Context: an optimization exercise on an open-source flow, tuned for small area and a short achievable clock period. The choices shown serve that exercise and are no tape-out recipe.
Function was checked by simulation only, so behaviour that the tests miss may differ from the original.
No driver is modelled on the clock port, so clocking that relies on it looks cheaper here than on a real chip.
Power and IR drop assume default switching activity.

## Scrambler
module Scrambler(
  input         clock,
  input         reset,
  input  [63:0] io_in,
  output [63:0] io_out
);
  reg [63:0] p1;
  reg [63:0] p2;
  reg [63:0] p3;
  reg [63:0] p4;
  reg [63:0] p5;
  reg [63:0] p6;
  reg [63:0] q1;
  reg [63:0] q2;
  reg [63:0] q3;
  reg [63:0] q4;
  reg [63:0] q5;
  reg [63:0] q6;
  reg [63:0] q7;
  reg [63:0] q8;
  reg [63:0] q9;
  reg [63:0] q10;
  reg [63:0] q11;
  reg [63:0] q12;
  reg [63:0] q13;
  reg [63:0] q14;
  reg [63:0] q15;
  reg [63:0] q16;
  reg [63:0] q17;
  reg  [4:0] cnt;    
  reg        m6;     
  reg        m18;    
  wire m18_next = !reset && (m18 || cnt == 5'd17);
  wire m6_next  = !reset && (m6 || cnt == 5'd5);
  add_out u_out (.a(io_in), .b(q17), .s(io_out));
  wire [63:0] q1_next;   
  add_q u_q (.a(p1), .b(p6), .m(m6), .s(q1_next));
  always @(posedge clock) begin
    p1  <= io_out;
    p2  <= p1;
    p3  <= p2;
    p4  <= p3;
    p5  <= p4;
    p6  <= p5;
    q1  <= q1_next;
    q2 <= q1;
  ...
Size in the first run: roughly 1500 flip-flops.
==> flow/config.mk <==
export PLATFORM = sky130hd
export DESIGN_NAME = Scrambler
export DESIGN_NICKNAME = Scrambler
export VERILOG_FILES = /design/flow/design.v
export SDC_FILE = /design/flow/constraint.sdc
export NUM_CORES = 4
export LEC_CHECK = 0
export CAP_MARGIN = 20
export CORE_MARGIN = 2
export CORE_UTILIZATION = 65
export CTS_CLUSTER_DIAMETER = 80
export CTS_CLUSTER_SIZE = 32
export SETUP_SLACK_MARGIN = 2.5
export SLEW_MARGIN = 20
export SYNTH_HIERARCHICAL = 1
export SYNTH_MINIMUM_KEEP_SIZE = 0
export TNS_END_PERCENT = 5
==> flow/constraint.sdc <==
create_clock -name core_clock -period 6.0 [get_ports {clock}]
set_input_delay 1.2000 -clock core_clock [delete_from_list [all_inputs] [get_ports {clock}]]
set_output_delay 1.2000 -clock core_clock [all_outputs]
set_load 0.01 [all_outputs]
standard.sh (not shown) runs the stock make flow with config.mk's settings and CLKGATE_MAP_FILE= SYNTH_SCRIPT=/design/flow/synth_recipe.tcl, a recipe that flattens the netlist after the stock synthesis.
==> flow/flow/run.sh <==
#!/bin/bash
# Layout flow: the standard flow (standard.sh, the ORFS make targets), run
# in two steps.  The layout differs from the standard flow in these settings
# only:
#  - synthesis is the standard one with ABC told that each gate drives a
#    1 fF load (ABC_LOAD_IN_FF=1; sky130hd's default is 5).  The adders are
#    written as one-gate modules that synthesis maps one at a time, and with
#    the default load ABC maps each to a larger drive strength than most
#    need (a21oi_2, nor2b_4); the resizer later upsizes the gates that timing
#    needs.  The registers are those of the standard synthesis;
#  - the pins are placed by flow/io.tcl (ORFS IO_CONSTRAINTS): io_in[i] and
#    io_out[i] side by side along the bottom edge in bit order, so that the
#    adder between them can be placed compactly;
#  - the port buffers that buffer_ports inserts are plain buffers (buf_2)
#    rather than the delay cell it would pick on its own;
#  - the resizer may swap a cell for one of another footprint
#    (MATCH_CELL_FOOTPRINT=0; sky130hd's platform config sets it to 1);
#  - after CTS, flow/post_cts.tcl (ORFS POST_CTS_TCL hook) runs a second
#    round of timing repair.
# Each step's full output goes to its own log file in the work folder.
set -euo pipefail
here=$(pwd)
bash standard.sh ABC_LOAD_IN_FF=1 synth > run_synth.log 2>&1
bash standard.sh "IO_CONSTRAINTS=$here/flow/io.tcl" IO_PIN_STEP=2 \
  "BUFFER_PORTS_ARGS=-buffer_cell sky130_fd_sc_hd__buf_2" \
  MATCH_CELL_FOOTPRINT=0 "POST_CTS_TCL=$here/flow/post_cts.tcl" finish > run_layout.log 2>&1
==> flow/flow/post_cts.tcl <==
# Sourced at the end of ORFS's CTS step (POST_CTS_TCL), after its own timing
# repair and detailed placement: a second round of setup repair over every
# violating endpoint (against the same margin), then hold repair, then
# detailed placement again to legalize what the repair changed.
log_cmd estimate_parasitics -placement
log_cmd repair_timing -setup -setup_margin $::env(SETUP_SLACK_MARGIN) -repair_tns 100 -verbose
log_cmd repair_timing -hold -hold_margin 0 -verbose
log_cmd detailed_placement
check_placement -verbose
Other scripts of this flow, unchanged in this note and not shown: flow/flow/io.tcl
The starting point ran to the end with no violations.
Edit:
--- a/flow/flow/run.sh
+++ b/flow/flow/run.sh
@@ -17,3 +17 @@
-#    (MATCH_CELL_FOOTPRINT=0; sky130hd's platform config sets it to 1);
-#  - after CTS, flow/post_cts.tcl (ORFS POST_CTS_TCL hook) runs a second
-#    round of timing repair.
+#    (MATCH_CELL_FOOTPRINT=0; sky130hd's platform config sets it to 1).
@@ -26 +24 @@
-  MATCH_CELL_FOOTPRINT=0 "POST_CTS_TCL=$here/flow/post_cts.tcl" finish > run_layout.log 2>&1
+  MATCH_CELL_FOOTPRINT=0 finish > run_layout.log 2>&1
--- a/flow/config.mk
+++ b/flow/config.mk
@@ -10 +10 @@
-export CORE_UTILIZATION = 65
+export CORE_UTILIZATION = 70
removed: flow/flow/post_cts.tcl
Routed wire length came out higher by 7.7%.
Non-clock buffer count came out lower by 44.
Via count came out higher by 2.1%.
Maximum frequency came out lower by 0.81%.
Total power came out higher by 0.51%.
Die area came out lower by 7.0%.
Sequential power hardly moves.
Setup slack gets worse by 0.036 ns.
Edit:
--- a/flow/config.mk
+++ b/flow/config.mk
@@ -10 +10 @@
-export CORE_UTILIZATION = 70
+export CORE_UTILIZATION = 65
=>
- The changed run finished clean
- sequential cell count stays the same
- wire length came out lower by 8.7%
- total power came out lower by about 0.8%
- area after synthesis does not change
- count of clock-buffer cells in the layout does not change
- maximum frequency came out higher by about 0.5%
- global-route usage came out lower by 4.2 points
- die area came out higher by about 8%
- worst setup slack is better by 0.022 ns
- final area hardly moves

* * *

Scrambler, a different RTL version from the one above (not shown whole).
Size: about 2800 cells after synthesis, roughly 1500 flip-flops.
export LEC_CHECK = 0
export CAP_MARGIN = 20
export CORE_MARGIN = 2
export CORE_UTILIZATION = 40
export SLEW_MARGIN = 20
create_clock -name core_clock -period 6.0 [get_ports {clock}]
run.sh (not shown) runs the stock make flow with config.mk's settings and CLKGATE_MAP_FILE= SYNTH_SCRIPT=/design/flow/synth_recipe.tcl, a recipe that flattens the netlist after the stock synthesis.
Stock flow here: none of the scripts above is used.
Edit:
- ABC_CLOCK_PERIOD_IN_PS: default -> 3000
- CORE_UTILIZATION: 40 -> 55
- CTS_BUF_LIST: default -> sky130_fd_sc_hd__clkbuf_4 sky130_fd_sc_hd__clkbuf_8
- SETUP_SLACK_MARGIN: default -> 2.2
What happened: The new run completed with no timing, DRC or antenna violations; setup slack is better by 350 ps; critical path depth increases by 1; first-iteration DRC count shrinks by 9.8%; die area went down by 27%.

* * *

## P
Another version of the RTL of Scrambler (not shown whole).
Size in the first run: ~2600 cells after synthesis, roughly 1500 flip-flops, roughly 130 I/O pins, about 36000 µm² of cells after synthesis.
Settings: LEC_CHECK=0, CAP_MARGIN=20, CORE_MARGIN=2, CORE_UTILIZATION=65, CTS_CLUSTER_DIAMETER=80, CTS_CLUSTER_SIZE=32, SETUP_SLACK_MARGIN=2.5, SLEW_MARGIN=20, SYNTH_HIERARCHICAL=1, SYNTH_MINIMUM_KEEP_SIZE=0, TNS_END_PERCENT=5; clock period 6.0 ns.
standard.sh (not shown) runs the stock make flow with config.mk's settings and CLKGATE_MAP_FILE= SYNTH_SCRIPT=/design/flow/synth_recipe.tcl, a recipe that flattens the netlist after the stock synthesis.
==> flow/flow/run.sh <==
#!/bin/bash
# Layout flow: the standard flow (standard.sh, the ORFS make targets), run
# in two steps.
#  - Synthesis is the standard one, with ABC told that each gate drives a
#    1 fF load (ABC_LOAD_IN_FF=1; sky130hd's default is 5).  The design's
#    adders are written as one-gate modules that synthesis maps one at a
#    time, and with the default load ABC maps each to a larger drive
#    strength (a21oi_2 for an and-or-invert gate) than most of them need;
#    the resizer later upsizes the gates that timing needs.  The registers
#    are the same as the standard synthesis's.
#  - The port buffers that buffer_ports inserts are plain buffers (buf_2)
#    rather than the delay cell it would pick on its own.
#  - The resizer may swap a cell for one of another footprint
#    (MATCH_CELL_FOOTPRINT=0; sky130hd's platform config sets it to 1).
# Each step's full output goes to its own log file in the work folder.
set -euo pipefail
bash standard.sh ABC_LOAD_IN_FF=1 synth > run_synth.log 2>&1
bash standard.sh "BUFFER_PORTS_ARGS=-buffer_cell sky130_fd_sc_hd__buf_2" \
  MATCH_CELL_FOOTPRINT=0 finish > run_layout.log 2>&1
### P -> Q
==> flow/flow/run.sh <==
#!/bin/bash
# Layout flow: the standard flow (standard.sh, the ORFS make targets), run
# in two steps.  Synthesis is the standard one, unchanged.  The rest of the
# layout differs from the standard flow in two settings only:
#  - the port buffers that buffer_ports inserts are plain buffers (buf_2)
#    rather than the delay cell it would pick on its own, and
#  - the resizer may swap a cell for one of another footprint
#    (MATCH_CELL_FOOTPRINT=0; sky130hd's platform config sets it to 1).
# Each step's full output goes to its own log file in the work folder.
set -euo pipefail
bash standard.sh synth > run_synth.log 2>&1
bash standard.sh "BUFFER_PORTS_ARGS=-buffer_cell sky130_fd_sc_hd__buf_2" \
  MATCH_CELL_FOOTPRINT=0 finish > run_layout.log 2>&1
==> comparison <==
The initial antenna violation count number comes out lower for Q vs P. Q vs. P: non-clock buffer count went up by 19. Q and P ended up with nearly the same global router's overall resource usage. Of the two values seen for slowest stage cell on the critical path, xor2_1 was produced by P and xnor2_1 by Q. For the sequential share of layout area, Q came in 0.86 points lower than P did. Delta (Q minus P): wire length closely matched the old numbers; non-clock buffer share of cell area increased 0.34 points; worst hold slack went down 0.0087 ns; total standard cell area after synthesis went up about 0.7%. Against P, Q comes in 1.2 points higher on met2 capacity usage during global routing. Diff P -> Q: number of standard cells in the final layout excluding fillers saw an increase, utilization up 0.68 points.

* * *

## the reference run
Another version of the RTL of Scrambler (not shown whole).
For scale: ~2700 cells after synthesis, about 1500 flip-flops, roughly 130 I/O pins, roughly 37000 um2 of cells after synthesis.
==> flow/design.v (excerpt) <==
module Scrambler(
  input         clock,
  input         reset,
  input  [63:0] io_in,
  output [63:0] io_out
);
  reg [63:0] p1;
  reg [63:0] p2;
  reg [63:0] p3;
  reg [63:0] p4;
  reg [63:0] p5;
  reg [63:0] p6;
  reg [63:0] q1;
  reg [63:0] q2;
  reg [63:0] q3;
  reg [63:0] q4;
  reg [63:0] q5;
  reg [63:0] q6;
  reg [63:0] q7;
  reg [63:0] q8;
  reg [63:0] q9;
  reg [63:0] q10;
  reg [63:0] q11;
  reg [63:0] q12;
  reg [63:0] q13;
  reg [63:0] q14;
  reg [63:0] q15;
  reg [63:0] q16;
  reg [63:0] q17;
  reg  [4:0] cnt;    
  reg        m6;     
  reg        m18;    
  wire m18_next = !reset && (m18 || cnt == 5'd17);
  add64 u_out (.a(io_in), .b(q17), .s(io_out));
  always @(posedge clock) begin
    p1  <= io_out;
    p2  <= p1;
    p3  <= p2;
    p4  <= p3;
    p5  <= p4;
    p6  <= p5;
    q1  <= p1 + (m6 ? p6 : 64'h0);
    q2 <= q1;
    q3 <= q2;
    q4 <= q3;
    q5 <= q4;
    q6 <= q5;
    q7 <= q6;
    q8 <= q7;
    q9 <= q8;
    q10 <= q9;
    q11 <= q10;
    q12 <= q11;
    q13 <= q12;
    q14 <= q13;
    q15 <= q14;
    q16 <= q15;
    q17 <= m18_next ? q16 : 64'h0;
  end
  always @(posedge clock) begin
    if (reset) begin
      cnt <= 5'd0;
    end else if (!m18) begin
  ...
export LEC_CHECK = 0
export CAP_MARGIN = 20
export CORE_MARGIN = 2
export CORE_UTILIZATION = 65
export CTS_CLUSTER_DIAMETER = 80
export CTS_CLUSTER_SIZE = 32
export SETUP_SLACK_MARGIN = 2.5
export SLEW_MARGIN = 20
export SYNTH_HIERARCHICAL = 1
export SYNTH_MINIMUM_KEEP_SIZE = 0
export TNS_END_PERCENT = 5
create_clock -name core_clock -period 6.0 [get_ports {clock}]
==> flow/flow/run.sh <==
#!/bin/bash
# Layout flow: the standard flow (standard.sh, the ORFS make targets), run
# in two steps.  Synthesis is the standard one, unchanged.  The rest of the
# layout differs from the standard flow in two settings only:
#  - the port buffers that buffer_ports inserts are plain buffers (buf_2)
#    rather than the delay cell it would pick on its own, and
#  - the resizer may swap a cell for one of another footprint
#    (MATCH_CELL_FOOTPRINT=0; sky130hd's platform config sets it to 1).
# Each step's full output goes to its own log file in the work folder.
set -euo pipefail
bash standard.sh synth > run_synth.log 2>&1
bash standard.sh "BUFFER_PORTS_ARGS=-buffer_cell sky130_fd_sc_hd__buf_2" \
  MATCH_CELL_FOOTPRINT=0 finish > run_layout.log 2>&1
Per the final summary, the reference run finished and its layout is clean on timing, DRC and antenna.
Relative to the reference run, the following input files were edited for the trial run:
Settings: swapping 32 for 24 in CTS_CLUSTER_SIZE; swapping 80 for 60 in CTS_CLUSTER_DIAMETER.
==> flow/run.sh (new file) <==
#!/bin/bash
# synth_recipe.tcl (not shown) runs the flow's synth.tcl, then flattens the netlist and writes it again
# the make line also repeats each setting of config.mk as NAME=value (left out here)
make -C /OpenROAD-flow-scripts/flow DESIGN_CONFIG=/design/flow/config.mk WORK_HOME=/design/flow/orfs CLKGATE_MAP_FILE= SYNTH_SCRIPT=/design/flow/synth_recipe.tcl finish
removed: flow/flow/run.sh
removed: flow/standard.sh
==> comparison <==
Re synthesized area: no difference whatsoever between the trial run and the reference run. The trial run vs. the reference run: final cell count went up by 91; sequential share of cell area dropped 3.4 points; post-synthesis xor/xnor area fraction shows no meaningful change; global-route usage over all layers grew by 1.6 points. The trial run finished every stage; the final checks, however, were not passed, the failures being antenna violations.

==> static timing again, ports no longer ideal <==
How much do the figures lean on ideal ports? The routed layouts below were timed once more, with nothing changed but the port constraints. Step 1 assumes that a clkbuf_16 drives the clock port and a buf_2 every other input. Step 2, shift: input delay + t, output delay - t, t = (earliest + latest rising clock arrival at the registers) / 2. This alone moves slack from input paths to output paths. a / b / c = ideal / step 1 / step 2; a / b = the first two.
run | shift t [ns] | setup slack, ns | worst hold slack (ns)
the first run of note 1 | 0.666 | 1.642 / 1.590 / 1.590 | 0.315 / 0.315 / 0.315
the second run of note 1 | 0.670 | 1.606 / 1.561 / 1.561 | 0.323 / 0.323 / 0.323
the third run of note 1 | 0.665 | 1.628 / 1.605 / 1.605 | 0.315 / 0.315 / 0.315
the first run of note 2 | 0.784 | 0.176 / 0.146 / 0.146 | 0.306 / 0.306 / 0.306
the second run of note 2 | 0.887 | 0.525 / 0.463 / 0.568 | 0.295 / 0.295 / 0.295
P | 0.673 | 1.481 / 1.457 / 1.457 | 0.323 / 0.323 / 0.323
Q | 0.685 | 1.486 / 1.466 / 1.466 | 0.315 / 0.315 / 0.315
the reference run | 0.677 | 1.534 / 1.499 / 1.499 | 0.320 / 0.320 / 0.320
the trial run | 0.676 | 1.519 / 1.476 / 1.476 | 0.315 / 0.315 / 0.315
For the first run of note 1, which loses most, drivers alone change the setup slack by -0.052 ns; drivers and shift together by -0.052 ns.
